This is an optimization exercise on Yosys and OpenROAD, whose aim is small area, not a production implementation.
Where RTL was checked, it was by simulation tests only, not by an equivalence proof against the original.
For run 4, only the layout was checked, not whether the RTL still works.
Power and IR drop assume default switching activity.

==> flow/design.v (outline; a module is shown in full before it is edited, if it fits) <==
// module tv80_alu: 356 lines
// module tv80_mcode: 2283 lines
// module tv80_reg: 35 lines
// module tv80_core: 1160 lines
// module tv80n: 140 lines
module tv80n ( 
  m1_n, mreq_n, iorq_n, rd_n, wr_n, rfsh_n, halt_n, busak_n, A, dout, 
  reset_n, clk, wait_n, int_n, nmi_n, busrq_n, di
  );
  // ...
==> flow/run.sh <==
#!/bin/bash
# synth_recipe.tcl (not shown) runs the flow's synth.tcl, then flattens the netlist and writes it again
# the make line also repeats each setting of config.mk as NAME=value (left out here)
make -C /OpenROAD-flow-scripts/flow DESIGN_CONFIG=/design/flow/config.mk WORK_HOME=/design/flow/orfs CLKGATE_MAP_FILE= SYNTH_SCRIPT=/design/flow/synth_recipe.tcl finish
==> flow/config.mk <==
export PLATFORM = sky130hd
export DESIGN_NAME = tv80n
export DESIGN_NICKNAME = tv80n
export VERILOG_FILES = /design/flow/design.v
export SDC_FILE = /design/flow/constraint.sdc
export NUM_CORES = 4
export LEC_CHECK = 0
export CAP_MARGIN = 20
export CORE_MARGIN = 2
export CORE_UTILIZATION = 40
export SLEW_MARGIN = 20
==> flow/constraint.sdc <==
create_clock -name core_clock -period 20.0 [get_ports {clk}]
set_input_delay 4.0000 -clock core_clock [delete_from_list [all_inputs] [get_ports {clk}]]
set_output_delay 4.0000 -clock core_clock [all_outputs]
set_load 0.01 [all_outputs]
==> results.toml, run 1 <==
[run_status]
status = "no timing/DRC/antenna violations"

[route]
viasPerCell = 7.449
wl_met2_mm = 96.59
drc = 0
wl_mm = 252.0
drt_first_iter_violations = 7907

[global_routing]
grt_pass1_vias = 42070
gr-usage-met1 = 0.6332
busiest_layer = "met2"
overflow = 0

[logic_synthesis]
synthDistinctLibCells = 108
syn_inst = 5075
ys_warn_count = 5
synth-xor-area-share = 0.02531
synth-seq-cells = 367
synth_flop_cell = "dfxtp_1"
yosysTopAreaCell = "edfxtp_1"

[finish]
layout.cells.non_filler = 6177
buffers = 299
multi_input_area_share = 0.6309
multi_input_area_mm2 = 0.02569
syn_to_final_growth_pct = 9.972
nFillCells = 9403
n_all_inverters = 131

[critical_path]
critical_path.top_delay_family = "simple AND/OR/NAND/NOR gates"
worst-path-stages = 16
rr_startpoint = "i_tv80_core.IR[7]"
r2r_cells = 16
end_kind = "register"
crit_slowest_cell = "dfxtp_2"

[power_and_ir_drop]
switching_share = 0.5643
pwr.group.clock_uw = 890

[floorplan]
fp.coreArea_mm2 = 0.09166
rows = 111
die-area_mm2 = 0.09502
die_x_um = 308.3

[min_path]
whs_endpoint = "i_tv80_core.A[0]"

[sta]
fin_hold_ws_ns = 0.4606
setup_viol = 0
tns_ns = 0

[cts]
cts-root-buf = "clkbuf_16"

[place]
place.gp.congestion = 1.105
==> run 2: changes to the inputs <==
==> flow/flow/run.sh (new file) <==
#!/bin/bash
bash standard.sh > standard.log 2>&1
==> flow/standard.sh (new file) <==
#!/bin/bash
# synth_recipe.tcl (not shown) runs the flow's synth.tcl, then flattens the netlist and writes it again
# the make line also repeats each setting of config.mk as NAME=value (left out here)
make -C /OpenROAD-flow-scripts/flow DESIGN_CONFIG=/design/flow/config.mk WORK_HOME=/design/flow/orfs CLKGATE_MAP_FILE= SYNTH_SCRIPT=/design/flow/synth_recipe.tcl "${@:-finish}"
removed: flow/run.sh
==> run 2 against run 1 <==
  * Wire length is the same
  * Hold slack is the same
  * Worst setup slack is the same
  * Global-route usage is the same
  * Combinational power is essentially flat
  * Largest cell class unchanged
  * Critical path depth is the same
==> results.toml, run 2 <==
[finish]
seq_area_mm2 = 0.009080
drive_gt1_frac = 0.1061
syn_to_final_growth_pct = 9.972
nets = 5069
layout.cells.non_filler = 6177
nFillCells = 9403
design_area_mm2 = 0.04072
reg_top3 = "i_tv80_core.i_reg.RegsH (64), i_tv80_core.i_reg.RegsL (64)"
final_common_cell = "nand2_1"
layout_common_cells = "nand2_1, nor2_1, a21oi_1"
fin_util = 0.4442
multi_input_area_mm2 = 0.02569

[sta]
setup_ws_ns = 3.830
slew_headroom = 0.1032
final_max_slew_viol_count = 0
setup_viol = 0
final-hold-violation-count = 0
fin_hold_ws_ns = 0.4606
tns_ns = 0
rsz0062_at_grt = "no"
finClkSkew_ns = 0.06095
worst_slew_pin_slew_ns = 1.339

[global_routing]
grt_usage = 0.5147
overflow = 0
grt_antenna_before_repair = 25
grt_pass1_wl_mm = 343.9
grt_pass1_vias = 42070
grt_max_degree = 110

[floorplan]
die-area_mm2 = 0.09502
num_io_pins = 46
fp.coreArea_mm2 = 0.09166
die_h_um = 308.3
die_x_um = 308.3
rows = 111
start_util = 0.4039

[critical_path]
cp_max_fo = 34
cpMostUsedCell = "nand2_1"
critPathArrivalTime_ns = 6.71
end_kind = "register"
critPathKind = "register to register"
crit_slowest_cell = "dfxtp_2"
cp.required_ns = 10.54
crit_path_max_incr_delay_ns = 1.04
worstSetupStartpointType = "register"
crit_chain = "buf_4 -> or4bb_1 -> nor2_1 -> o21ai_0 -> nand4_1 -> nor4_1 -> nand2_1 -> or4_1 -> nor2_1 -> a211oi_1 -> a221oi_1 -> nand2_1 -> a21oi_1 -> inv_1 -> o21ai_0 -> nand2_1"

[power_and_ir_drop]
irDropWorstVdd_mv = 0.1224
leakagePower_nw = 14.76
p_per_area_mw_per_mm2 = 169.9
power.total_mw = 6.917

[place]
dpl-instance-area_mm2 = 0.03911
place_ws_ns = 4.239
place.gp.congestion = 1.105
dp_hpwl_mm = 186.2
place.port_buffers = 45
dp_cells = 6083

[logic_synthesis]
synthDistinctLibCells = 108
syn_inst = 5075
yosys-top-cells-area = "edfxtp_1, dfxtp_1, a21oi_1"
synth-seq-cells = 367
avgSynthCellArea_um2 = 7.296
async_flop_share = 0
yosysTopAreaCell = "edfxtp_1"
yosys.cell_count.top_type = "nand2_1"
synth_edf_count = 170
synthesis.nets = 5195
synth_flop_cell = "dfxtp_1"
ys_warn_count = 5
synth_seq_area_share = 0.2444
synth_area_mm2 = 0.03703
synth_top_area_frac = 0.1379
synth_common_cells = "nand2_1, nor2_1, a21oi_1"

[run]
max-cap-violations = 0

[route]
vias = 46010
wl_mm = 252.0
antenna_left = 0
viasPerCell = 7.449
dr.pass1.iters = 8
drc = 0
wl_per_cell_um = 40.80
drt_first_iter_violations = 7907

[cts]
cts_setup_buffers = 0
cts-resized-gates = 0
clkTransAtPathRegs_ns = 0.06
cts_buffers = 46
cts_buffer_depth = 3
cts-root-buf = "clkbuf_16"
clk_latency_ns = 0.68
h-tree-depth = 2
cts_sinks = 367
cts_tree = "built"
postCtsHoldBufs = 0

[min_path]
hp-class = "register to register"

[run_status]
status = "no timing/DRC/antenna violations"
[run 2: cell counts after synthesis]
Identical to the previous run, type by type.
[run 2: logic make-up after synthesis]
| family | Yosys count | share of synthesized area |
|---|---|---|
| buffers and inverters | 608 | 0.06768 |
| muxes | 168 | 0.06099 |
| DFF | 367 | 0.2444 |
| and+or+nand+nor | 1867 | 0.2389 |
| xor gates and xnor gates | 107 | 0.02531 |
| AOI/OAI and AO/OA | 1850 | 0.3248 |
| adders and majority gates | 108 | 0.03798 |
[run 2: final timing paths]
| path | cells past startpoint | endpoint | slack (ns) | from |
|---|---|---|---|---|
| worst max-delay path | 16 | iorq_n | 3.83 | i_tv80_core.IR[7] |
| worst min register to register | 2 | i_tv80_core.A[0] | 0.46 | i_tv80_core.A[0] |
| worst max register to register | 16 | iorq_n | 3.83 | i_tv80_core.IR[7] |
| worst min-delay path | 2 | i_tv80_core.A[0] | 0.46 | i_tv80_core.A[0] |
[run 2: layer usage]
layer  track usage  share of wire  vias to the layer above
li1              -              -                    18770
met1        0.6332           0.37                    22100
met2        0.6976           0.38                     4072
met3        0.2450           0.16                     1039
met4        0.3592          0.088                       32
met5       0.01550         0.0016                        -
[run 2: report_power, final]
part           leakage (nW)  internal (mW)  switching [mW]
Combinational          10.7           1.50            3.25
Clock                 0.780          0.498           0.392
Sequential             3.24           1.01           0.261
[run 2: critical path: cells and delay by family, from the launching register on]
kind / cells / cell delay, ns
buffers and inverters: 2 / 0.59
AND/OR/NAND/NOR: 9 / 2.98
AO/OA/AOI/OAI: 5 / 1.31
flip-flops: 1 / 1.04
[run 2: layout make-up]
cell class / count / share of cell area
timing repair buffer: 299 / 0.05847
clock inverter: 35 / 0.009771
inverter: 131 / 0.01220
sequential: 367 / 0.2230
tap: 1186 / 0.03644
clock buffer: 52 / 0.02882
antenna: 7 / 0.0004302
multi-input combinational: 4100 / 0.6309
==> run 3: changes to the inputs <==
==> flow/flow/run.sh (replaced) <==
#!/bin/bash
# Standard synthesis, then a deeper ABC re-optimisation of the combinational
# logic (flip-flops kept as they are), then the standard layout.
set -euo pipefail
FL=$(cd "$(dirname "$0")" && pwd)
R=orfs/results/$FLOW_PLATFORM/tv80n/base
YOSYS=${YOSYS_EXE:-$FLOW_HOME/../tools/install/yosys/bin/yosys}
bash standard.sh synth > synth_standard.log 2>&1
cp $R/1_2_yosys.v std_netlist.v
sed -e "s|@LIB@|$FLOW_HOME/platforms/sky130hd/lib/sky130_fd_sc_hd__tt_025C_1v80.lib|g" \
    -e "s|@IN@|std_netlist.v|g" -e "s|@OUT@|resynth_netlist.v|g" \
    -e "s|@SCRIPT@|$FL/deep.abc|g" $FL/resynth.ys > resynth.ys
"$YOSYS" -l resynth.log -q resynth.ys > resynth_stdout.log 2>&1
cp resynth_netlist.v $R/1_2_yosys.v
rm -f $R/1_synth.odb
bash standard.sh > layout_standard.log 2>&1
==> flow/flow/deep.abc (new file) <==
&get -n
&st
&deepsyn -T 300 -S 1
&put
dch -f
map -a
amap
topo
==> flow/flow/resynth.ys (new file) <==
read_liberty -ignore_miss_func @LIB@
read_verilog @IN@
hierarchy -top tv80n
blackbox sky130_fd_sc_hd__*df*
flatten
opt_clean -purge
tee -o resynth_stat_before.txt stat -liberty @LIB@
abc -liberty @LIB@ -dont_use *lpflow* -dont_use *probe* -script @SCRIPT@
opt_clean -purge
hilomap -singleton -hicell sky130_fd_sc_hd__conb_1 HI -locell sky130_fd_sc_hd__conb_1 LO
insbuf -buf sky130_fd_sc_hd__buf_4 A X
splitnets
opt_clean -purge
tee -o resynth_stat_after.txt stat -liberty @LIB@
write_verilog -noattr -nohex -nodec @OUT@
==> run 3 against run 2 <==
  * Critical path depth shrank 8
  * Non-clock buffer count shrank 139
  * Count of clock-buffer cells in the layout grew 2
  * Flip-flop and latch count is the same
==> results.toml, run 3 <==
[global_routing]
grt_usage = 0.4666
grt_pass1_vias = 29070
grt_pass1_wl_mm = 221.0
overflow = 0
grt_antenna_before_repair = 7
grt_max_degree = 44

[finish]
layout_common_cells = "nor2_1, clkinv_1, o21ai_0"
final_common_cell = "nor2_1"
reg_top3 = "i_tv80_core.i_reg.RegsH (64), i_tv80_core.i_reg.RegsL (64)"
syn_to_final_growth_pct = 14.74
drive_gt1_frac = 0.05571
design_area_mm2 = 0.02917
nets = 3623

[sta]
tns_ns = 0
finClkSkew_ns = 0.03959
slew_headroom = 0.1352
final-hold-violation-count = 0
rsz0062_at_grt = "no"
setup_viol = 0
worst_slew_pin_slew_ns = 1.297
setup_ws_ns = 3.915
final_max_slew_viol_count = 0

[floorplan]
fp.coreArea_mm2 = 0.06297
die_x_um = 256.1
start_util = 0.4038
die-area_mm2 = 0.06559
num_io_pins = 46
die_h_um = 256.1
rows = 92

[route]
wl_met2_mm = 63.29
antenna_left = 0
drt_first_iter_violations = 6325
wl_met1_mm = 61.58
dr.pass1.iters = 10
viasPerCell = 7.158
drc = 0
vias = 32180
wl_per_cell_um = 35.43
top_layer = "met5"
wl_met3_mm = 23.26
wl_mm = 159.3

[cts]
cts_sinks = 367
cts_buffers = 44
cts_tree = "built"
cts-root-buf = "clkbuf_16"
postCtsHoldBufs = 0
h-tree-depth = 2
cts_setup_buffers = 0
clkTransAtPathRegs_ns = 0.06
cts_buffer_depth = 3
clk_latency_ns = 0.64
cts-resized-gates = 0

[critical_path]
crit_chain = "clkdlybuf4s50_1 -> buf_4 -> nand2_1 -> or4_1 -> nor4b_1 -> nor2_1 -> nor2_1 -> a31oi_1"
end_kind = "register"
worstSetupStartpointType = "input pin"
cpMostUsedCell = "nor2_1"
crit_path_max_incr_delay_ns = 0.67
cp.required_ns = 10.48
cp_max_fo = 29
r2r_cells = 16
crit_slowest_cell = "nor4b_1"
critPathArrivalTime_ns = 6.57
critPathKind = "input pin to register"
r2r_setup_slack_ns = 5.04

[place]
place.port_buffers = 45
place_ws_ns = 3.384
place.gp.congestion = 1.079
dp_hpwl_mm = 122.6
dpl-instance-area_mm2 = 0.02768

[min_path]
hold_depth = 2
hp-class = "register to register"

[run_status]
status = "no timing/DRC/antenna violations"

[logic_synthesis]
ys_warn_count = 5
synth_area_mm2 = 0.02542
syn_inst = 3424
avgSynthCellArea_um2 = 7.425
synthesis.nets = 3438

[power_and_ir_drop]
p_per_area_mw_per_mm2 = 138.9
leakagePower_nw = 9.263
irDropWorstVdd_mv = 0.1021
power.total_mw = 4.051

[run]
max-cap-violations = 0
==> run 3: power by group <==
group          total (mW)  internal, mW  switching [mW]
clock network       0.829         0.461           0.368
logic                2.20         0.592            1.61
registers            1.02         0.901           0.118
==> run 3: final timing paths <==
check                          from               end
setup / recovery            reset_n            iorq_n
hold / removal     i_tv80_core.A[1]  i_tv80_core.A[1]
setup reg to reg  i_tv80_core.IR[0]            iorq_n
hold reg to reg    i_tv80_core.A[1]  i_tv80_core.A[1]
==> run 3: per-layer routing <==
metal | global-route usage | up-vias
met5 | 0 | -
met3 | 0.1541 | 658
met1 | 0.6249 | 15260
met2 | 0.6617 | 2866
met4 | 0.2482 | 12
li1 | - | 13380
==> run 3: cell type report <==
cell class	instances	area [um^2]
Multi-Input combinational cell	2448	14090
Fill cell	6536	33790
Antenna cell	5	12.51
Clock buffer	54	1169
Tap cell	846	1059
Clock inverter	31	285.3
Inverter	584	2192
Sequential cell	367	9049
Timing Repair Buffer	160	1311
==> run 3: per-stage QoR <==
stage          hold WS, ns    util  instances
2_1_floorplan       0.4185       -       3424
3_3_place_gp        0.4390  0.4394       4404
3_5_place_dp        0.4499  0.4397       4405
4_1_cts             0.4640  0.4627       4489
5_1_grt             0.4922  0.4631       4490
6_report            0.4620  0.4633       4495
==> run 3: worst max-delay path: cells and delay by family <==
family	cells	cell delay [ns]
simple gates	5	1.59
compound gates	1	0.05
buf+inv	2	0.87
==> module tv80_core, before the edit <==
module tv80_core ( 
  m1_n, iorq, no_read, write, rfsh_n, halt_n, busak_n, A, dout, mc, ts, 
  intcycle_n, IntE, stop, 
  reset_n, clk, cen, wait_n, int_n, nmi_n, busrq_n, dinst, di
  );
  parameter Mode = 1;    
  parameter IOWait = 1;  
  parameter Flag_C = 0;
  parameter Flag_N = 1;
  parameter Flag_P = 2;
  parameter Flag_X = 3;
  parameter Flag_H = 4;
  parameter Flag_Y = 5;
  parameter Flag_Z = 6;
  parameter Flag_S = 7;
  input     reset_n;            
  input     clk;                
  input     cen;                
  input     wait_n;             
  input     int_n;              
  input     nmi_n;              
  input     busrq_n;            
  output    m1_n;               
  output    iorq;               
  output    no_read;            
  output    write;              
  output    rfsh_n;             
  output    halt_n;             
  output    busak_n;            
  output [15:0] A; 
  input [7:0]   dinst;  
  input [7:0]   di;     
  output [7:0]  dout;     
  output [6:0]  mc;     
  output [6:0]  ts;     
  output        intcycle_n;     
  output        IntE;           
  output        stop;           
  reg    m1_n;          
  reg    iorq;          
  reg    rfsh_n;                
  reg    halt_n;                
  reg    busak_n;               
  reg [15:0] A; 
  reg [7:0]  dout;        
  reg [6:0]  mc;        
  reg [6:0]  ts;        
  reg   intcycle_n;     
  reg   IntE;           
  reg   stop;           
  parameter     aNone    = 3'b111;
  parameter     aBC      = 3'b000;
  parameter     aDE      = 3'b001;
  parameter     aXY      = 3'b010;
  parameter     aIOA     = 3'b100;
  parameter     aSP      = 3'b101;
  parameter     aZI      = 3'b110;
  reg [7:0]     ACC, F;
  reg [7:0]     Ap, Fp;
  reg [7:0]     I;
  reg [7:0]     R;
  reg [15:0]    SP, PC;
  reg [7:0]     RegDIH;
  reg [7:0]     RegDIL;
  wire [15:0]   RegBusA;
  wire [15:0]   RegBusB;
  wire [15:0]   RegBusC;
  reg [2:0]     RegAddrA_r;
  reg [2:0]     RegAddrA;
  reg [2:0]     RegAddrB_r;
  reg [2:0]     RegAddrB;
  reg [2:0]     RegAddrC;
  reg           RegWEH;
  reg           RegWEL;
  reg           Alternate;
  reg [15:0]    TmpAddr;         
  reg [7:0]     IR;              
  reg [1:0]     ISet;            
  reg [15:0]    RegBusA_r;
  reg [15:0]    ID16;
  reg [7:0]     Save_Mux;
  reg [6:0]     tstate;
  reg [6:0]     mcycle;
  reg           last_mcycle, last_tstate;
  reg           IntE_FF1;
  reg           IntE_FF2;
  reg           Halt_FF;
  reg           BusReq_s;
  reg           BusAck;
  reg           ClkEn;
  reg           NMI_s;
  reg           INT_s;
  reg [1:0]     IStatus;
  reg [7:0]     DI_Reg;
  reg           T_Res;
  reg [1:0]     XY_State;
  reg [2:0]     Pre_XY_F_M;
  reg           NextIs_XY_Fetch;
  reg           XY_Ind;
  reg           No_BTR;
  reg           BTR_r;
  reg           Auto_Wait;
  reg           Auto_Wait_t1;
  reg           Auto_Wait_t2;
  reg           IncDecZ;
  reg [7:0]     BusB;
  reg [7:0]     BusA;
  wire [7:0]    ALU_Q;
  wire [7:0]    F_Out;
  reg [4:0]     Read_To_Reg_r;
  reg           Arith16_r;
  reg           Z16_r;
  reg [3:0]     ALU_Op_r;
  reg           Save_ALU_r;
  reg           PreserveC_r;
  reg [2:0]     mcycles;
  wire [2:0]    mcycles_d;
  wire [2:0]    tstates;
  reg           IntCycle;
  reg           NMICycle;
  wire          Inc_PC;
  wire          Inc_WZ;
  wire [3:0]    IncDec_16;
  wire [1:0]    Prefix;
  wire          Read_To_Acc;
  wire          Read_To_Reg;
  wire [3:0]     Set_BusB_To;
  wire [3:0]     Set_BusA_To;
  wire [3:0]     ALU_Op;
  wire           Save_ALU;
  wire           PreserveC;
  wire           Arith16;
  wire [2:0]     Set_Addr_To;
  wire           Jump;
  wire           JumpE;
  wire           JumpXY;
  wire           Call;
  wire           RstP;
  wire           LDZ;
  wire           LDW;
  wire           LDSPHL;
  wire           iorq_i;
  wire [2:0]     Special_LD;
  wire           ExchangeDH;
  wire           ExchangeRp;
  wire           ExchangeAF;
  wire           ExchangeRS;
  wire           I_DJNZ;
  wire           I_CPL;
  wire           I_CCF;
  wire           I_SCF;
  wire           I_RETN;
  wire           I_BT;
  wire           I_BC;
  wire           I_BTR;
  wire           I_RLD;
  wire           I_RRD;
  wire           I_INRC;
  wire           SetDI;
  wire           SetEI;
  wire [1:0]     IMode;
  wire           Halt;
  reg [15:0]     PC16;
  reg [15:0]     PC16_B;
  reg [15:0]     SP16, SP16_A, SP16_B;
  reg [15:0]     ID16_B;
  reg            Oldnmi_n;
  tv80_mcode #(Mode, Flag_C, Flag_N, Flag_P, Flag_X, Flag_H, Flag_Y, Flag_Z, Flag_S) i_mcode
    (
     .IR                   (IR),
     .ISet                 (ISet),
     .MCycle               (mcycle),
     .F                    (F),
     .NMICycle             (NMICycle),
     .IntCycle             (IntCycle),
     .MCycles              (mcycles_d),
     .TStates              (tstates),
     .Prefix               (Prefix),
     .Inc_PC               (Inc_PC),
     .Inc_WZ               (Inc_WZ),
     .IncDec_16            (IncDec_16),
     .Read_To_Acc          (Read_To_Acc),
     .Read_To_Reg          (Read_To_Reg),
     .Set_BusB_To          (Set_BusB_To),
     .Set_BusA_To          (Set_BusA_To),
     .ALU_Op               (ALU_Op),
     .Save_ALU             (Save_ALU),
     .PreserveC            (PreserveC),
     .Arith16              (Arith16),
     .Set_Addr_To          (Set_Addr_To),
     .IORQ                 (iorq_i),
     .Jump                 (Jump),
     .JumpE                (JumpE),
     .JumpXY               (JumpXY),
     .Call                 (Call),
     .RstP                 (RstP),
     .LDZ                  (LDZ),
     .LDW                  (LDW),
     .LDSPHL               (LDSPHL),
     .Special_LD           (Special_LD),
     .ExchangeDH           (ExchangeDH),
     .ExchangeRp           (ExchangeRp),
     .ExchangeAF           (ExchangeAF),
     .ExchangeRS           (ExchangeRS),
     .I_DJNZ               (I_DJNZ),
     .I_CPL                (I_CPL),
     .I_CCF                (I_CCF),
     .I_SCF                (I_SCF),
     .I_RETN               (I_RETN),
     .I_BT                 (I_BT),
     .I_BC                 (I_BC),
     .I_BTR                (I_BTR),
     .I_RLD                (I_RLD),
     .I_RRD                (I_RRD),
     .I_INRC               (I_INRC),
     .SetDI                (SetDI),
     .SetEI                (SetEI),
     .IMode                (IMode),
     .Halt                 (Halt),
     .NoRead               (no_read),
     .Write                (write)
     );
  tv80_alu #(Mode, Flag_C, Flag_N, Flag_P, Flag_X, Flag_H, Flag_Y, Flag_Z, Flag_S) i_alu
    (
     .Arith16              (Arith16_r),
     .Z16                  (Z16_r),
     .ALU_Op               (ALU_Op_r),
     .IR                   (IR[5:0]),
     .ISet                 (ISet),
     .BusA                 (BusA),
     .BusB                 (BusB),
     .F_In                 (F),
     .Q                    (ALU_Q),
     .F_Out                (F_Out)
     );
  function [6:0] number_to_bitvec;
    input [2:0] num;
    begin
      case (num)
        1 : number_to_bitvec = 7'b0000001;
        2 : number_to_bitvec = 7'b0000010;
        3 : number_to_bitvec = 7'b0000100;
        4 : number_to_bitvec = 7'b0001000;
        5 : number_to_bitvec = 7'b0010000;
        6 : number_to_bitvec = 7'b0100000;
        7 : number_to_bitvec = 7'b1000000;
        default : number_to_bitvec = 7'b0;
      endcase  
    end
  endfunction  
  always @( mcycle or mcycles or tstate or tstates)
    begin
      case (mcycles)
        1 : last_mcycle = mcycle[0];
        2 : last_mcycle = mcycle[1];
        3 : last_mcycle = mcycle[2];
        4 : last_mcycle = mcycle[3];
        5 : last_mcycle = mcycle[4];
        6 : last_mcycle = mcycle[5];
        7 : last_mcycle = mcycle[6];
        default : last_mcycle = 1'b0;
      endcase  
      case (tstates)
        0 : last_tstate = tstate[0];
        1 : last_tstate = tstate[1];
        2 : last_tstate = tstate[2];
        3 : last_tstate = tstate[3];
        4 : last_tstate = tstate[4];
        5 : last_tstate = tstate[5];
        6 : last_tstate = tstate[6];
        default : last_tstate = 1'b0;
      endcase
    end  
  always @( ALU_Q or BusAck or BusB or DI_Reg
           or ExchangeRp or IR or Save_ALU_r or Set_Addr_To or XY_Ind
           or XY_State or cen or last_tstate or mcycle)
    begin
      ClkEn = cen && ~ BusAck;
      if (last_tstate)
        T_Res = 1'b1;
      else T_Res = 1'b0;
      if (XY_State != 2'b00 && XY_Ind == 1'b0 &&
          ((Set_Addr_To == aXY) ||
           (mcycle[0] && IR == 8'b11001011) ||
           (mcycle[0] && IR == 8'b00110110)))
        NextIs_XY_Fetch = 1'b1;
      else 
        NextIs_XY_Fetch = 1'b0;
      if (ExchangeRp)
        Save_Mux = BusB;
      else if (!Save_ALU_r)
        Save_Mux = DI_Reg;
      else
        Save_Mux = ALU_Q;
    end  
  always @ (posedge clk)
    begin
      if (reset_n == 1'b0 ) 
        begin
          PC <= 0;   
          A <= 0;
          TmpAddr <= 0;
          IR <= 8'b00000000;
          ISet <= 2'b00;
          XY_State <= 2'b00;
          IStatus <= 2'b00;
          mcycles <= 3'b000;
          dout <= 8'b00000000;
          ACC <= 8'hFF;
          F <= 8'hFF;
          Ap <= 8'hFF;
          Fp <= 8'hFF;
          I <= 0;
          R <= 0;
          SP <= 16'hFFFF;
          Alternate <= 1'b0;
          Read_To_Reg_r <= 5'b00000;
          Arith16_r <= 1'b0;
          BTR_r <= 1'b0;
          Z16_r <= 1'b0;
          ALU_Op_r <= 4'b0000;
          Save_ALU_r <= 1'b0;
          PreserveC_r <= 1'b0;
          XY_Ind <= 1'b0;
        end 
      else 
        begin
          if (ClkEn == 1'b1 ) 
            begin
              ALU_Op_r <= 4'b0000;
              Save_ALU_r <= 1'b0;
              Read_To_Reg_r <= 5'b00000;
              mcycles <= mcycles_d;
              if (IMode != 2'b11 ) 
                begin
                  IStatus <= IMode;
                end
              Arith16_r <= Arith16;
              PreserveC_r <= PreserveC;
              if (ISet == 2'b10 && ALU_Op[2] == 1'b0 && ALU_Op[0] == 1'b1 && mcycle[2] ) 
                begin
                  Z16_r <= 1'b1;
                end 
              else 
                begin
                  Z16_r <= 1'b0;
                end
              if (mcycle[0] && (tstate[1] | tstate[2] | tstate[3] )) 
                begin
                  if (tstate[2] && wait_n == 1'b1 ) 
                    begin
                      if (Mode < 2 ) 
                        begin
                          A[7:0] <= R;
                          A[15:8] <= I;
                          R[6:0] <= R[6:0] + 1;
                        end
                      if (Jump == 1'b0 && Call == 1'b0 && NMICycle == 1'b0 && IntCycle == 1'b0 && ~ (Halt_FF == 1'b1 || Halt == 1'b1) ) 
                        begin
                          PC <= PC16;
                        end
                      if (IntCycle == 1'b1 && IStatus == 2'b01 ) 
                        begin
                          IR <= 8'b11111111;
                        end 
                      else if (Halt_FF == 1'b1 || (IntCycle == 1'b1 && IStatus == 2'b10) || NMICycle == 1'b1 ) 
                        begin
                          IR <= 8'b00000000;
                        end 
                      else 
                        begin
                          IR <= dinst;
                        end
                      ISet <= 2'b00;
                      if (Prefix != 2'b00 ) 
                        begin
                          if (Prefix == 2'b11 ) 
                            begin
                              if (IR[5] == 1'b1 ) 
                                begin
                                  XY_State <= 2'b10;
                                end 
                              else 
                                begin
                                  XY_State <= 2'b01;
                                end
                            end 
                          else 
                            begin
                              if (Prefix == 2'b10 ) 
                                begin
                                  XY_State <= 2'b00;
                                  XY_Ind <= 1'b0;
                                end
                              ISet <= Prefix;
                            end
                        end 
                      else 
                        begin
                          XY_State <= 2'b00;
                          XY_Ind <= 1'b0;
                        end
                    end  
                end 
              else 
                begin
                  if (mcycle[5] ) 
                    begin
                      XY_Ind <= 1'b1;
                      if (Prefix == 2'b01 ) 
                        begin
                          ISet <= 2'b01;
                        end
                    end
                  if (T_Res == 1'b1 ) 
                    begin
                      BTR_r <= (I_BT || I_BC || I_BTR) && ~ No_BTR;
                      if (Jump == 1'b1 ) 
                        begin
                          A[15:8] <= DI_Reg;
                          A[7:0] <= TmpAddr[7:0];
                          PC[15:8] <= DI_Reg;
                          PC[7:0] <= TmpAddr[7:0];
                        end 
                      else if (JumpXY == 1'b1 ) 
                        begin
                          A <= RegBusC;
                          PC <= RegBusC;
                        end else if (Call == 1'b1 || RstP == 1'b1 ) 
                          begin
                            A <= TmpAddr;
                            PC <= TmpAddr;
                          end 
                        else if (last_mcycle && NMICycle == 1'b1 ) 
                          begin
                            A <= 16'b0000000001100110;
                            PC <= 16'b0000000001100110;
                          end 
                        else if (mcycle[2] && IntCycle == 1'b1 && IStatus == 2'b10 ) 
                          begin
                            A[15:8] <= I;
                            A[7:0] <= TmpAddr[7:0];
                            PC[15:8] <= I;
                            PC[7:0] <= TmpAddr[7:0];
                          end 
                        else 
                          begin
                            case (Set_Addr_To)
                              aXY :
                                begin
                                  if (XY_State == 2'b00 ) 
                                    begin
                                      A <= RegBusC;
                                    end 
                                  else 
                                    begin
                                      if (NextIs_XY_Fetch == 1'b1 )
                                        begin
                                          A <= PC;
                                        end 
                                      else 
                                        begin
                                          A <= TmpAddr;
                                        end
                                    end  
                                end  
                              aIOA :
                                begin
                                  if (Mode == 3 ) 
                                    begin
                                      A[15:8] <= 8'hFF;
                                    end 
                                  else if (Mode == 2 ) 
                                    begin
                                      A[15:8] <= DI_Reg;
                                    end 
                                  else 
                                    begin
                                      A[15:8] <= ACC;
                                    end
                                  A[7:0] <= DI_Reg;
                                end  
                              aSP :
                                begin
                                  A <= SP;
                                end
                              aBC :
                                begin
                                  if (Mode == 3 && iorq_i == 1'b1 ) 
                                    begin
                                      A[15:8] <= 8'hFF;
                                      A[7:0] <= RegBusC[7:0];
                                    end 
                                  else 
                                    begin
                                      A <= RegBusC;
                                    end
                                end  
                              aDE :
                                begin
                                  A <= RegBusC;
                                end
                              aZI :
                                begin                                  
                                  if (Inc_WZ == 1'b1 ) 
                                    begin
                                      A <= TmpAddr + 1;
                                    end 
                                  else 
                                    begin
                                      A[15:8] <= DI_Reg;
                                      A[7:0] <= TmpAddr[7:0];
                                    end
                                end  
                              default   :
                                begin                                    
                                  A <= PC;
                                end
                            endcase  
                          end  
                      Save_ALU_r <= Save_ALU;
                      ALU_Op_r <= ALU_Op;
                      if (I_CPL == 1'b1 ) 
                        begin
                          ACC <= ~ ACC;
                          F[Flag_Y] <= ~ ACC[5];
                          F[Flag_H] <= 1'b1;
                          F[Flag_X] <= ~ ACC[3];
                          F[Flag_N] <= 1'b1;
                        end
                      if (I_CCF == 1'b1 ) 
                        begin
                          F[Flag_C] <= ~ F[Flag_C];
                          F[Flag_Y] <= ACC[5];
                          F[Flag_H] <= F[Flag_C];
                          F[Flag_X] <= ACC[3];
                          F[Flag_N] <= 1'b0;
                        end
                      if (I_SCF == 1'b1 ) 
                        begin
                          F[Flag_C] <= 1'b1;
                          F[Flag_Y] <= ACC[5];
                          F[Flag_H] <= 1'b0;
                          F[Flag_X] <= ACC[3];
                          F[Flag_N] <= 1'b0;
                        end
                    end  
                  if (tstate[2] && wait_n == 1'b1 ) 
                    begin
                      if (ISet == 2'b01 && mcycle[6] ) 
                        begin
                          IR <= dinst;
                        end
                      if (JumpE == 1'b1 ) 
                        begin
                          PC <= PC16;
                        end 
                      else if (Inc_PC == 1'b1 ) 
                        begin
                          PC <= PC16;
                        end
                      if (BTR_r == 1'b1 ) 
                        begin
                          PC <= PC16;
                        end
                      if (RstP == 1'b1 ) 
                        begin
                          TmpAddr <= { 10'h0, IR[5:3], 3'h0 };
                        end
                    end
                  if (tstate[3] && mcycle[5] ) 
                    begin
                      TmpAddr <= SP16;
                    end
                  if ((tstate[2] && wait_n == 1'b1) || (tstate[4] && mcycle[0]) ) 
                    begin
                      if (IncDec_16[2:0] == 3'b111 ) 
                        begin
                          SP <= SP16;
                        end
                    end
                  if (LDSPHL == 1'b1 ) 
                    begin
                      SP <= RegBusC;
                    end
                  if (ExchangeAF == 1'b1 ) 
                    begin
                      Ap <= ACC;
                      ACC <= Ap;
                      Fp <= F;
                      F <= Fp;
                    end
                  if (ExchangeRS == 1'b1 ) 
                    begin
                      Alternate <= ~ Alternate;
                    end
                end  
              if (tstate[3] ) 
                begin
                  if (LDZ == 1'b1 ) 
                    begin
                      TmpAddr[7:0] <= DI_Reg;
                    end
                  if (LDW == 1'b1 ) 
                    begin
                      TmpAddr[15:8] <= DI_Reg;
                    end
                  if (Special_LD[2] == 1'b1 ) 
                    begin
                      case (Special_LD[1:0])
                        2'b00 :
                          begin
                            ACC <= I;
                            F[Flag_P] <= IntE_FF2;
                          end
                        2'b01 :
                          begin
                            ACC <= R;
                            F[Flag_P] <= IntE_FF2;
                          end
                        2'b10 :
                          I <= ACC;
                        default :
                          R <= ACC;
                      endcase
                    end
                end  
              if ((I_DJNZ == 1'b0 && Save_ALU_r == 1'b1) || ALU_Op_r == 4'b1001 ) 
                begin
                  if (Mode == 3 ) 
                    begin
                      F[6] <= F_Out[6];
                      F[5] <= F_Out[5];
                      F[7] <= F_Out[7];
                      if (PreserveC_r == 1'b0 ) 
                        begin
                          F[4] <= F_Out[4];
                        end
                    end 
                  else 
                    begin
                      F[7:1] <= F_Out[7:1];
                      if (PreserveC_r == 1'b0 ) 
                        begin
                          F[Flag_C] <= F_Out[0];
                        end
                    end
                end  
              if (T_Res == 1'b1 && I_INRC == 1'b1 ) 
                begin
                  F[Flag_H] <= 1'b0;
                  F[Flag_N] <= 1'b0;
                  if (DI_Reg[7:0] == 8'b00000000 ) 
                    begin
                      F[Flag_Z] <= 1'b1;
                    end 
                  else 
                    begin
                      F[Flag_Z] <= 1'b0;
                    end
                  F[Flag_S] <= DI_Reg[7];
                  F[Flag_P] <= ~ (^DI_Reg[7:0]);
                end  
              if (tstate[1] && Auto_Wait_t1 == 1'b0 ) 
                begin
                  dout <= BusB;
                  if (I_RLD == 1'b1 ) 
                    begin
                      dout[3:0] <= BusA[3:0];
                      dout[7:4] <= BusB[3:0];
                    end
                  if (I_RRD == 1'b1 ) 
                    begin
                      dout[3:0] <= BusB[7:4];
                      dout[7:4] <= BusA[3:0];
                    end
                end
              if (T_Res == 1'b1 ) 
                begin
                  Read_To_Reg_r[3:0] <= Set_BusA_To;
                  Read_To_Reg_r[4] <= Read_To_Reg;
                  if (Read_To_Acc == 1'b1 ) 
                    begin
                      Read_To_Reg_r[3:0] <= 4'b0111;
                      Read_To_Reg_r[4] <= 1'b1;
                    end
                end
              if (tstate[1] && I_BT == 1'b1 ) 
                begin
                  F[Flag_X] <= ALU_Q[3];
                  F[Flag_Y] <= ALU_Q[1];
                  F[Flag_H] <= 1'b0;
                  F[Flag_N] <= 1'b0;
                end
              if (I_BC == 1'b1 || I_BT == 1'b1 ) 
                begin
                  F[Flag_P] <= IncDecZ;
                end
              if ((tstate[1] && Save_ALU_r == 1'b0 && Auto_Wait_t1 == 1'b0) ||
                  (Save_ALU_r == 1'b1 && ALU_Op_r != 4'b0111) ) 
                begin
                  case (Read_To_Reg_r)
                    5'b10111 :
                      ACC <= Save_Mux;
                    5'b10110 :
                      dout <= Save_Mux;
                    5'b11000 :
                      SP[7:0] <= Save_Mux;
                    5'b11001 :
                      SP[15:8] <= Save_Mux;
                    5'b11011 :
                      F <= Save_Mux;
                  endcase
                end  
            end  
        end  
    end
  always @ (posedge clk)
    begin
      if (ClkEn == 1'b1 ) 
        begin
          RegAddrA_r <=  { Alternate, Set_BusA_To[2:1] };
          if (XY_Ind == 1'b0 && XY_State != 2'b00 && Set_BusA_To[2:1] == 2'b10 ) 
            begin
              RegAddrA_r <= { XY_State[1],  2'b11 };
            end
          RegAddrB_r <= { Alternate, Set_BusB_To[2:1] };
          if (XY_Ind == 1'b0 && XY_State != 2'b00 && Set_BusB_To[2:1] == 2'b10 ) 
            begin
              RegAddrB_r <= { XY_State[1],  2'b11 };
            end
          RegAddrC <= { Alternate,  Set_Addr_To[1:0] };
          if ((JumpXY == 1'b1 || LDSPHL == 1'b1) ) 
            begin
              RegAddrC <= { Alternate, 2'b10 };
            end
          if (((JumpXY == 1'b1 || LDSPHL == 1'b1) && XY_State != 2'b00) || (mcycle[5]) ) 
            begin
              RegAddrC <= { XY_State[1],  2'b11 };
            end
          if (I_DJNZ == 1'b1 && Save_ALU_r == 1'b1 && Mode < 2 ) 
            begin
              IncDecZ <= F_Out[Flag_Z];
            end
          if ((tstate[2] || (tstate[3] && mcycle[0])) && IncDec_16[2:0] == 3'b100 ) 
            begin
              if (ID16 == 0 ) 
                begin
                  IncDecZ <= 1'b0;
                end 
              else 
                begin
                  IncDecZ <= 1'b1;
                end
            end
          RegBusA_r <= RegBusA;
        end
    end  
  always @( Alternate or ExchangeDH or IncDec_16
           or RegAddrA_r or RegAddrB_r or XY_State or mcycle or tstate)
    begin
      if ((tstate[2] || (tstate[3] && mcycle[0] && IncDec_16[2] == 1'b1)) && XY_State == 2'b00)
        RegAddrA = { Alternate, IncDec_16[1:0] };
      else if ((tstate[2] || (tstate[3] && mcycle[0] && IncDec_16[2] == 1'b1)) && IncDec_16[1:0] == 2'b10)
        RegAddrA = { XY_State[1], 2'b11 };
      else if (ExchangeDH == 1'b1 && tstate[3])
        RegAddrA = { Alternate, 2'b10 };
      else if (ExchangeDH == 1'b1 && tstate[4])
        RegAddrA = { Alternate, 2'b01 };
      else
        RegAddrA = RegAddrA_r;
      if (ExchangeDH == 1'b1 && tstate[3])
        RegAddrB = { Alternate, 2'b01 };
      else
        RegAddrB = RegAddrB_r;
    end  
  always @( ALU_Op_r or Auto_Wait_t1 or ExchangeDH
           or IncDec_16 or Read_To_Reg_r or Save_ALU_r or mcycle
           or tstate or wait_n)
    begin
      RegWEH = 1'b0;
      RegWEL = 1'b0;
      if ((tstate[1] && Save_ALU_r == 1'b0 && Auto_Wait_t1 == 1'b0) ||
          (Save_ALU_r == 1'b1 && ALU_Op_r != 4'b0111) ) 
        begin
          case (Read_To_Reg_r)
            5'b10000 , 5'b10001 , 5'b10010 , 5'b10011 , 5'b10100 , 5'b10101 :
              begin
                RegWEH = ~ Read_To_Reg_r[0];
                RegWEL = Read_To_Reg_r[0];
              end
          endcase  
        end  
      if (ExchangeDH == 1'b1 && (tstate[3] || tstate[4]) ) 
        begin
          RegWEH = 1'b1;
          RegWEL = 1'b1;
        end
      if (IncDec_16[2] == 1'b1 && ((tstate[2] && wait_n == 1'b1 && mcycle != 3'b001) || (tstate[3] && mcycle[0])) ) 
        begin
          case (IncDec_16[1:0])
            2'b00 , 2'b01 , 2'b10 :
              begin
                RegWEH = 1'b1;
                RegWEL = 1'b1;
              end
          endcase
        end
    end  
  always @( ExchangeDH or ID16 or IncDec_16 or RegBusA_r
           or RegBusB or Save_Mux or mcycle or tstate)
    begin
      RegDIH = Save_Mux;
      RegDIL = Save_Mux;
      if (ExchangeDH == 1'b1 && tstate[3] ) 
        begin
          RegDIH = RegBusB[15:8];
          RegDIL = RegBusB[7:0];
        end
      else if (ExchangeDH == 1'b1 && tstate[4] ) 
        begin
          RegDIH = RegBusA_r[15:8];
          RegDIL = RegBusA_r[7:0];
        end
      else if (IncDec_16[2] == 1'b1 && ((tstate[2] && mcycle != 3'b001) || (tstate[3] && mcycle[0])) ) 
        begin
          RegDIH = ID16[15:8];
          RegDIL = ID16[7:0];
        end
    end
  tv80_reg i_reg
    (
     .clk                  (clk),
     .CEN                  (ClkEn),
     .WEH                  (RegWEH),
     .WEL                  (RegWEL),
     .AddrA                (RegAddrA),
     .AddrB                (RegAddrB),
     .AddrC                (RegAddrC),
     .DIH                  (RegDIH),
     .DIL                  (RegDIL),
     .DOAH                 (RegBusA[15:8]),
     .DOAL                 (RegBusA[7:0]),
     .DOBH                 (RegBusB[15:8]),
     .DOBL                 (RegBusB[7:0]),
     .DOCH                 (RegBusC[15:8]),
     .DOCL                 (RegBusC[7:0])
     );
  always @ (posedge clk)
    begin
      if (ClkEn == 1'b1 ) 
        begin
          case (Set_BusB_To)
            4'b0111 :
              BusB <= ACC;
            4'b0000 , 4'b0001 , 4'b0010 , 4'b0011 , 4'b0100 , 4'b0101 :
              begin
                if (Set_BusB_To[0] == 1'b1 ) 
                  begin
                    BusB <= RegBusB[7:0];
                  end 
                else 
                  begin
                    BusB <= RegBusB[15:8];
                  end
              end
            4'b0110 :
              BusB <= DI_Reg;
            4'b1000 :
              BusB <= SP[7:0];
            4'b1001 :
              BusB <= SP[15:8];
            4'b1010 :
              BusB <= 8'b00000001;
            4'b1011 :
              BusB <= F;
            4'b1100 :
              BusB <= PC[7:0];
            4'b1101 :
              BusB <= PC[15:8];
            4'b1110 :
              BusB <= 8'b00000000;
            default :
              BusB <= 8'h00;
          endcase
          case (Set_BusA_To)
            4'b0111 :
              BusA <= ACC;
            4'b0000 , 4'b0001 , 4'b0010 , 4'b0011 , 4'b0100 , 4'b0101 :
              begin
                if (Set_BusA_To[0] == 1'b1 )
                  begin
                    BusA <= RegBusA[7:0];
                  end 
                else 
                  begin
                    BusA <= RegBusA[15:8];
                  end
              end
            4'b0110 :
              BusA <= DI_Reg;
            4'b1000 :
              BusA <= SP[7:0];
            4'b1001 :
              BusA <= SP[15:8];
            4'b1010 :
              BusA <= 8'b00000000;
            default :
              BusA <=  8'h00;
          endcase
        end
    end
  always @ (posedge clk)
    begin
      if (reset_n == 1'b0 ) 
        begin
          rfsh_n <= 1'b1;
        end 
      else
        begin
          if (cen == 1'b1 ) 
            begin
              if (mcycle[0] && ((tstate[2]  && wait_n == 1'b1) || tstate[3]) ) 
                begin
                  rfsh_n <= 1'b0;
                end 
              else 
                begin
                  rfsh_n <= 1'b1;
                end
            end
        end
    end
  always @( BusAck or Halt_FF or I_DJNZ or IntCycle
           or IntE_FF1 or di or iorq_i or mcycle or tstate)
    begin
      mc = mcycle;
      ts = tstate;
      DI_Reg = di;
      halt_n = ~ Halt_FF;
      busak_n = ~ BusAck;
      intcycle_n = ~ IntCycle;
      IntE = IntE_FF1;
      iorq = iorq_i;
      stop = I_DJNZ;
    end
  always @ (posedge clk)
    begin : sync_inputs
      if (reset_n == 1'b0 ) 
        begin
          BusReq_s <= 1'b0;
          INT_s <= 1'b0;
          NMI_s <= 1'b0;
          Oldnmi_n <= 1'b0;
        end 
      else
        begin
          if (cen == 1'b1 ) 
            begin
              BusReq_s <= ~ busrq_n;
              INT_s <= ~ int_n;
              if (NMICycle == 1'b1 ) 
                begin
                  NMI_s <= 1'b0;
                end 
              else if (nmi_n == 1'b0 && Oldnmi_n == 1'b1 ) 
                begin
                  NMI_s <= 1'b1;
                end
              Oldnmi_n <= nmi_n;
            end
        end
    end
  always @ (posedge clk)
    begin
      if (reset_n == 1'b0 ) 
        begin
          mcycle <= 7'b0000001;
          tstate <= 7'b0000001;
          Pre_XY_F_M <= 3'b000;
          Halt_FF <= 1'b0;
          BusAck <= 1'b0;
          NMICycle <= 1'b0;
          IntCycle <= 1'b0;
          IntE_FF1 <= 1'b0;
          IntE_FF2 <= 1'b0;
          No_BTR <= 1'b0;
          Auto_Wait_t1 <= 1'b0;
          Auto_Wait_t2 <= 1'b0;
          m1_n <= 1'b1;
        end 
      else
        begin
          if (cen == 1'b1 ) 
            begin
              if (T_Res == 1'b1 ) 
                begin
                  Auto_Wait_t1 <= 1'b0;
                end 
              else 
                begin
                  Auto_Wait_t1 <= Auto_Wait || iorq_i;
                end
              Auto_Wait_t2 <= Auto_Wait_t1;
              No_BTR <= (I_BT && (~ IR[4] || ~ F[Flag_P])) ||
                        (I_BC && (~ IR[4] || F[Flag_Z] || ~ F[Flag_P])) ||
                        (I_BTR && (~ IR[4] || F[Flag_Z]));
              if (tstate[2] ) 
                begin
                  if (SetEI == 1'b1 ) 
                    begin
                      IntE_FF1 <= 1'b1;
                      IntE_FF2 <= 1'b1;
                    end
                  if (I_RETN == 1'b1 ) 
                    begin
                      IntE_FF1 <= IntE_FF2;
                    end
                end
              if (tstate[3] ) 
                begin
                  if (SetDI == 1'b1 ) 
                    begin
                      IntE_FF1 <= 1'b0;
                      IntE_FF2 <= 1'b0;
                    end
                end
              if (IntCycle == 1'b1 || NMICycle == 1'b1 ) 
                begin
                  Halt_FF <= 1'b0;
                end
              if (mcycle[0] && tstate[2] && wait_n == 1'b1 ) 
                begin
                  m1_n <= 1'b1;
                end
              if (BusReq_s == 1'b1 && BusAck == 1'b1 ) 
                begin
                end 
              else 
                begin
                  BusAck <= 1'b0;
                  if (tstate[2] && wait_n == 1'b0 ) 
                    begin
                    end 
                  else if (T_Res == 1'b1 ) 
                    begin
                      if (Halt == 1'b1 ) 
                        begin
                          Halt_FF <= 1'b1;
                        end
                      if (BusReq_s == 1'b1 ) 
                        begin
                          BusAck <= 1'b1;
                        end 
                      else 
                        begin
                          tstate <= 7'b0000010;
                          if (NextIs_XY_Fetch == 1'b1 ) 
                            begin
                              mcycle <= 7'b0100000;
                              Pre_XY_F_M <= mcycle;
                              if (IR == 8'b00110110 && Mode == 0 ) 
                                begin
                                  Pre_XY_F_M <= 3'b010;
                                end
                            end 
                          else if ((mcycle[6]) || (mcycle[5] && Mode == 1 && ISet != 2'b01) ) 
                            begin
                              mcycle <= number_to_bitvec(Pre_XY_F_M + 1);
                            end 
                          else if ((last_mcycle) ||
                                   No_BTR == 1'b1 ||
                                   (mcycle[1] && I_DJNZ == 1'b1 && IncDecZ == 1'b1) ) 
                            begin
                              m1_n <= 1'b0;
                              mcycle <= 7'b0000001;
                              IntCycle <= 1'b0;
                              NMICycle <= 1'b0;
                              if (NMI_s == 1'b1 && Prefix == 2'b00 ) 
                                begin
                                  NMICycle <= 1'b1;
                                  IntE_FF1 <= 1'b0;
                                end 
                              else if ((IntE_FF1 == 1'b1 && INT_s == 1'b1) && Prefix == 2'b00 && SetEI == 1'b0 ) 
                                begin
                                  IntCycle <= 1'b1;
                                  IntE_FF1 <= 1'b0;
                                  IntE_FF2 <= 1'b0;
                                end
                            end 
                          else 
                            begin
                              mcycle <= { mcycle[5:0], mcycle[6] };
                            end
                        end
                    end 
                  else 
                    begin    
                      if ( ~(Auto_Wait == 1'b1 && Auto_Wait_t2 == 1'b0) &&
                           ~(IOWait == 1 && iorq_i == 1'b1 && Auto_Wait_t1 == 1'b0) ) 
                        begin
                          tstate <= { tstate[5:0], tstate[6] };
                        end
                    end
                end
              if (tstate[0]) 
                begin
                  m1_n <= 1'b0;
                end
            end
        end
    end
  always @( BTR_r or DI_Reg or IncDec_16 or JumpE or PC
           or RegBusA or RegBusC or SP or tstate)
    begin
      if (JumpE == 1'b1 ) 
        begin
          PC16_B = { {8{DI_Reg[7]}}, DI_Reg };
        end 
      else if (BTR_r == 1'b1 ) 
        begin
          PC16_B = -2;
        end
      else
        begin
          PC16_B = 1;
        end
      if (tstate[3])
        begin
          SP16_A = RegBusC;
          SP16_B = { {8{DI_Reg[7]}}, DI_Reg };
        end
      else
        begin
          SP16_A = SP;
          if (IncDec_16[3] == 1'b1)
            SP16_B = -1;
          else
            SP16_B = 1;
        end
      if (IncDec_16[3])  
        ID16_B = -1;
      else
        ID16_B = 1;
      ID16 = RegBusA + ID16_B;
      PC16 = PC + PC16_B;
      SP16 = SP16_A + SP16_B;
    end  
  always @( IntCycle or NMICycle or mcycle)
    begin
      Auto_Wait = 1'b0;
      if (IntCycle == 1'b1 || NMICycle == 1'b1 ) 
        begin
          if (mcycle[0] ) 
            begin
              Auto_Wait = 1'b1;
            end
        end
    end  
endmodule  
==> run 4: changes to the inputs <==
--- a/flow/design.v
+++ b/flow/design.v
@@ -2750,7 +2750,7 @@
   reg [15:0]    TmpAddr;         
   reg [7:0]     IR;              
   reg [1:0]     ISet;            
-  reg [15:0]    RegBusA_r;
+  reg [1:0]     DHswap;          
   reg [15:0]    ID16;
   reg [7:0]     Save_Mux;
   reg [6:0]     tstate;
@@ -3427,7 +3427,6 @@
                   IncDecZ <= 1'b1;
                 end
             end
-          RegBusA_r <= RegBusA;
         end
     end  
   always @( Alternate or ExchangeDH or IncDec_16
@@ -3440,7 +3439,7 @@
       else if (ExchangeDH == 1'b1 && tstate[3])
         RegAddrA = { Alternate, 2'b10 };
       else if (ExchangeDH == 1'b1 && tstate[4])
-        RegAddrA = { Alternate, 2'b01 };
+        RegAddrA = { Alternate, 2'b10 };
       else
         RegAddrA = RegAddrA_r;
       if (ExchangeDH == 1'b1 && tstate[3])
@@ -3465,7 +3464,7 @@
               end
           endcase  
         end  
-      if (ExchangeDH == 1'b1 && (tstate[3] || tstate[4]) ) 
+      if (ExchangeDH == 1'b1 && tstate[3] && reset_n == 1'b0)
         begin
           RegWEH = 1'b1;
           RegWEL = 1'b1;
@@ -3481,8 +3480,7 @@
           endcase
         end
     end  
-  always @( ExchangeDH or ID16 or IncDec_16 or RegBusA_r
-           or RegBusB or Save_Mux or mcycle or tstate)
+  always @(*)
     begin
       RegDIH = Save_Mux;
       RegDIL = Save_Mux;
@@ -3491,26 +3489,38 @@
           RegDIH = RegBusB[15:8];
           RegDIL = RegBusB[7:0];
         end
-      else if (ExchangeDH == 1'b1 && tstate[4] ) 
-        begin
-          RegDIH = RegBusA_r[15:8];
-          RegDIL = RegBusA_r[7:0];
-        end
       else if (IncDec_16[2] == 1'b1 && ((tstate[2] && mcycle != 3'b001) || (tstate[3] && mcycle[0])) ) 
         begin
           RegDIH = ID16[15:8];
           RegDIL = ID16[7:0];
         end
     end
+  function [2:0] phys_addr;
+    input [2:0] a;
+    input [1:0] sw;
+    begin
+      phys_addr = a;
+      if (sw[a[2]] && (a[1] ^ a[0]))
+        phys_addr[1:0] = ~a[1:0];
+    end
+  endfunction
+  always @ (posedge clk)
+    begin
+      if (ClkEn == 1'b1 && ExchangeDH == 1'b1 && tstate[3] && reset_n == 1'b1)
+        DHswap[Alternate] <= ~DHswap[Alternate];
+    end
+  wire [2:0] RegAddrA_p = phys_addr(RegAddrA, DHswap);
+  wire [2:0] RegAddrB_p = phys_addr(RegAddrB, DHswap);
+  wire [2:0] RegAddrC_p = phys_addr(RegAddrC, DHswap);
   tv80_reg i_reg
     (
      .clk                  (clk),
      .CEN                  (ClkEn),
      .WEH                  (RegWEH),
      .WEL                  (RegWEL),
-     .AddrA                (RegAddrA),
-     .AddrB                (RegAddrB),
-     .AddrC                (RegAddrC),
+     .AddrA                (RegAddrA_p),
+     .AddrB                (RegAddrB_p),
+     .AddrC                (RegAddrC_p),
      .DIH                  (RegDIH),
      .DIL                  (RegDIL),
      .DOAH                 (RegBusA[15:8]),
--- a/flow/flow/run.sh
+++ b/flow/flow/run.sh
@@ -1,6 +1,7 @@
 #!/bin/bash
 # Standard synthesis, then a deeper ABC re-optimisation of the combinational
-# logic (flip-flops kept as they are), then the standard layout.
+# logic (flip-flops kept as they are), then the standard layout with CTS
+# without dummy loads.
 set -euo pipefail
 FL=$(cd "$(dirname "$0")" && pwd)
 R=orfs/results/$FLOW_PLATFORM/tv80n/base
@@ -13,4 +14,4 @@
 "$YOSYS" -l resynth.log -q resynth.ys > resynth_stdout.log 2>&1
 cp resynth_netlist.v $R/1_2_yosys.v
 rm -f $R/1_synth.odb
-bash standard.sh > layout_standard.log 2>&1
+bash standard.sh "CTS_ARGS=-sink_clustering_enable -repair_clock_nets -dont_use_dummy_load" finish > layout_standard.log 2>&1
--- a/flow/config.mk
+++ b/flow/config.mk
@@ -8,4 +8,6 @@
 export CAP_MARGIN = 20
 export CORE_MARGIN = 2
 export CORE_UTILIZATION = 40
+export CTS_BUF_LIST = sky130_fd_sc_hd__clkbuf_4 sky130_fd_sc_hd__clkbuf_8
+export GPL_TIMING_DRIVEN = 0
 export SLEW_MARGIN = 20
==> run 4 against run 3 <==
  * Still clean
  * Clock skew grew 0.013 ns
  * Global-route usage down 5.2 points
  * Non-clock buffer count down 64
  * First-iteration DRC count fell by 18%
  * Critical endpoint is now mreq_n
==> results.toml, run 4 <==
[power_and_ir_drop]
pwr-share-comb = 0.531
leakagePower_nw = 8.627
p_per_area_mw_per_mm2 = 131.9
p_sw_mw = 1.863
irDropWorstVdd_mv = 0.09152
power.total_mw = 3.625
p_seq_frac = 0.279
switching_share = 0.5140
clkPwrFrac = 0.189
p_int_mw = 1.762

[critical_path]
cp_max_fo = 16
cp.required_ns = 10.47
crit_path_max_incr_delay_ns = 1.02
critPathArrivalTime_ns = 7.70
crit_chain = "clkinv_1 -> nor2_1 -> clkinv_1 -> nor2_1 -> clkinv_1 -> nor2_1 -> clkinv_1 -> nor2_1 -> clkinv_1 -> o221ai_1 -> o41ai_1 -> nor3_1 -> nor2_1 -> nor2_1 -> a31oi_1"
worstSetupStartpointType = "register"
cpMostUsedCell = "nor2_1"
crit_slowest_cell = "dfxtp_1"
critPathKind = "register to register"
end_kind = "register"

[cts]
cts_sinks = 353
cts_buffers = 43
cts-resized-gates = 0
h-tree-depth = 2
cts_setup_buffers = 0
cts-root-buf = "clkbuf_16"
cts_tree = "built"
postCtsHoldBufs = 0
cts_buffer_depth = 3
clk_latency_ns = 0.62
clkTransAtPathRegs_ns = 0.06

[global_routing]
use_met3 = 0.1111
grtUsageMet2 = 0.6084
grt_max_degree = 40
grt_pass1_vias = 27530
grt_antenna_before_repair = 2
gr-usage-met1 = 0.5536
grt_usage = 0.4142
grt_pass1_wl_mm = 193.3
overflow = 0
busiest_layer = "met2"

[finish]
final_common_cell = "nor2_1"
drive_gt1_frac = 0.03748
syn_to_final_growth_pct = 12.09
reg_top3 = "i_tv80_core.i_reg.RegsH (64), i_tv80_core.i_reg.RegsL (64)"
fin_util = 0.4544
num_antenna_cells = 0
layout_common_cells = "nor2_1, clkinv_1, o21ai_0"
design_area_mm2 = 0.02748
nets = 3431

[sta]
final_max_slew_viol_count = 0
worst_slew_pin_slew_ns = 1.321
rsz0062_at_grt = "no"
final-hold-violation-count = 0
setup_viol = 0
tns_ns = 0
fin_hold_ws_ns = 0.4679
finClkSkew_ns = 0.05284
slew_headroom = 0.1158

[route]
antenna_left = 0
viasPerCell = 7.106
dr.pass1.iters = 9
drt_first_iter_violations = 5178
wl_per_cell_um = 32.09
vias = 29830
drc = 0
wl_mm = 134.7

[place]
dpl-instance-area_mm2 = 0.02634
place.gp.congestion = 1.062
place.port_buffers = 45
dp_hpwl_mm = 100.7

[floorplan]
rows = 90
die_x_um = 251.6
die-area_mm2 = 0.06328
fp.coreArea_mm2 = 0.06047
start_util = 0.4054
num_io_pins = 46
die_h_um = 251.6

[min_path]
hp-class = "register to register"

[logic_synthesis]
synthesis.nets = 3311
syn_inst = 3297
synth_area_mm2 = 0.02451
ys_warn_count = 5
avgSynthCellArea_um2 = 7.435

[run]
max-cap-violations = 0

[run_status]
status = "no timing/DRC/antenna violations"
==> run 4: cell types whose count changed in the layout (fill, tap and decap cells not counted), moves of 14 or more <==
cell,delta
o21ai_0,+15
a221oi_1,+41
edfxtp_1,-14
nand2_1,-19
o22a_1,+34
o22ai_1,-47
clkinv_1,-82
o221ai_1,-53
o221a_1,+27
o21a_1,-29
a31oi_1,-29
buf_4,-79
nor2_1,+33
==> run 4: path summary, 6_finish.rpt <==
check	start	endpoint	slack [ns]	cells past startpoint
setup / recovery	i_tv80_core.IR[1]	mreq_n	2.77	15
hold / removal	i_tv80_core.tstate[0]	i_tv80_core.tstate[1]	0.47	2
setup reg to reg	i_tv80_core.IR[1]	mreq_n	2.77	15
hold reg to reg	i_tv80_core.tstate[0]	i_tv80_core.tstate[1]	0.47	2
==> run 4: power groups by stage <==
stage / registers (mW) / clock network, mW / logic (mW)
2_1_floorplan: 0.927 / 0.00161 / 1.13
3_3_place_gp: 1.02 / 0.00161 / 1.80
3_5_place_dp: 1.01 / 0.00161 / 1.82
4_1_cts: 1.00 / 0.681 / 1.83
5_1_grt: 1.01 / 0.709 / 2.03
6_report: 1.01 / 0.687 / 1.93
==> run 4: per-stage QoR <==
stage | instances | setup WS, ns
floorplan | 3297 | 5.187
global placement | 4124 | 2.023
detailed placement | 4146 | 3.271
CTS | 4192 | 3.259
global route | 4197 | 2.698
finish | 4197 | 2.768
==> run 4: critical path, delay by kind of cell, from the launching register on <==
family | cells | cell delay [ns]
flops | 1 | 1.02
compound gates | 3 | 0.79
buf+inv | 5 | 2.44
simple gates | 7 | 2.81
==> run 4: layer usage <==
| layer | part of all wire | vias up |
|---|---|---|
| met5 | 0 | - |
| li1 | - | 12800 |
| met2 | 0.41 | 2328 |
| met3 | 0.14 | 503 |
| met1 | 0.38 | 14190 |
| met4 | 0.066 | 0 |
==> run 4: cell type report <==
type                       instances  area [um^2]
multi-input combinational       2413        13960
clock inverter                     4        15.01
tap                              782        978.4
sequential                       353         8632
fill                            6296        32990
clock buffer                      43         1076
buffer                            24        180.2
timing repair buffer              72        735.7
inverter                         506         1903
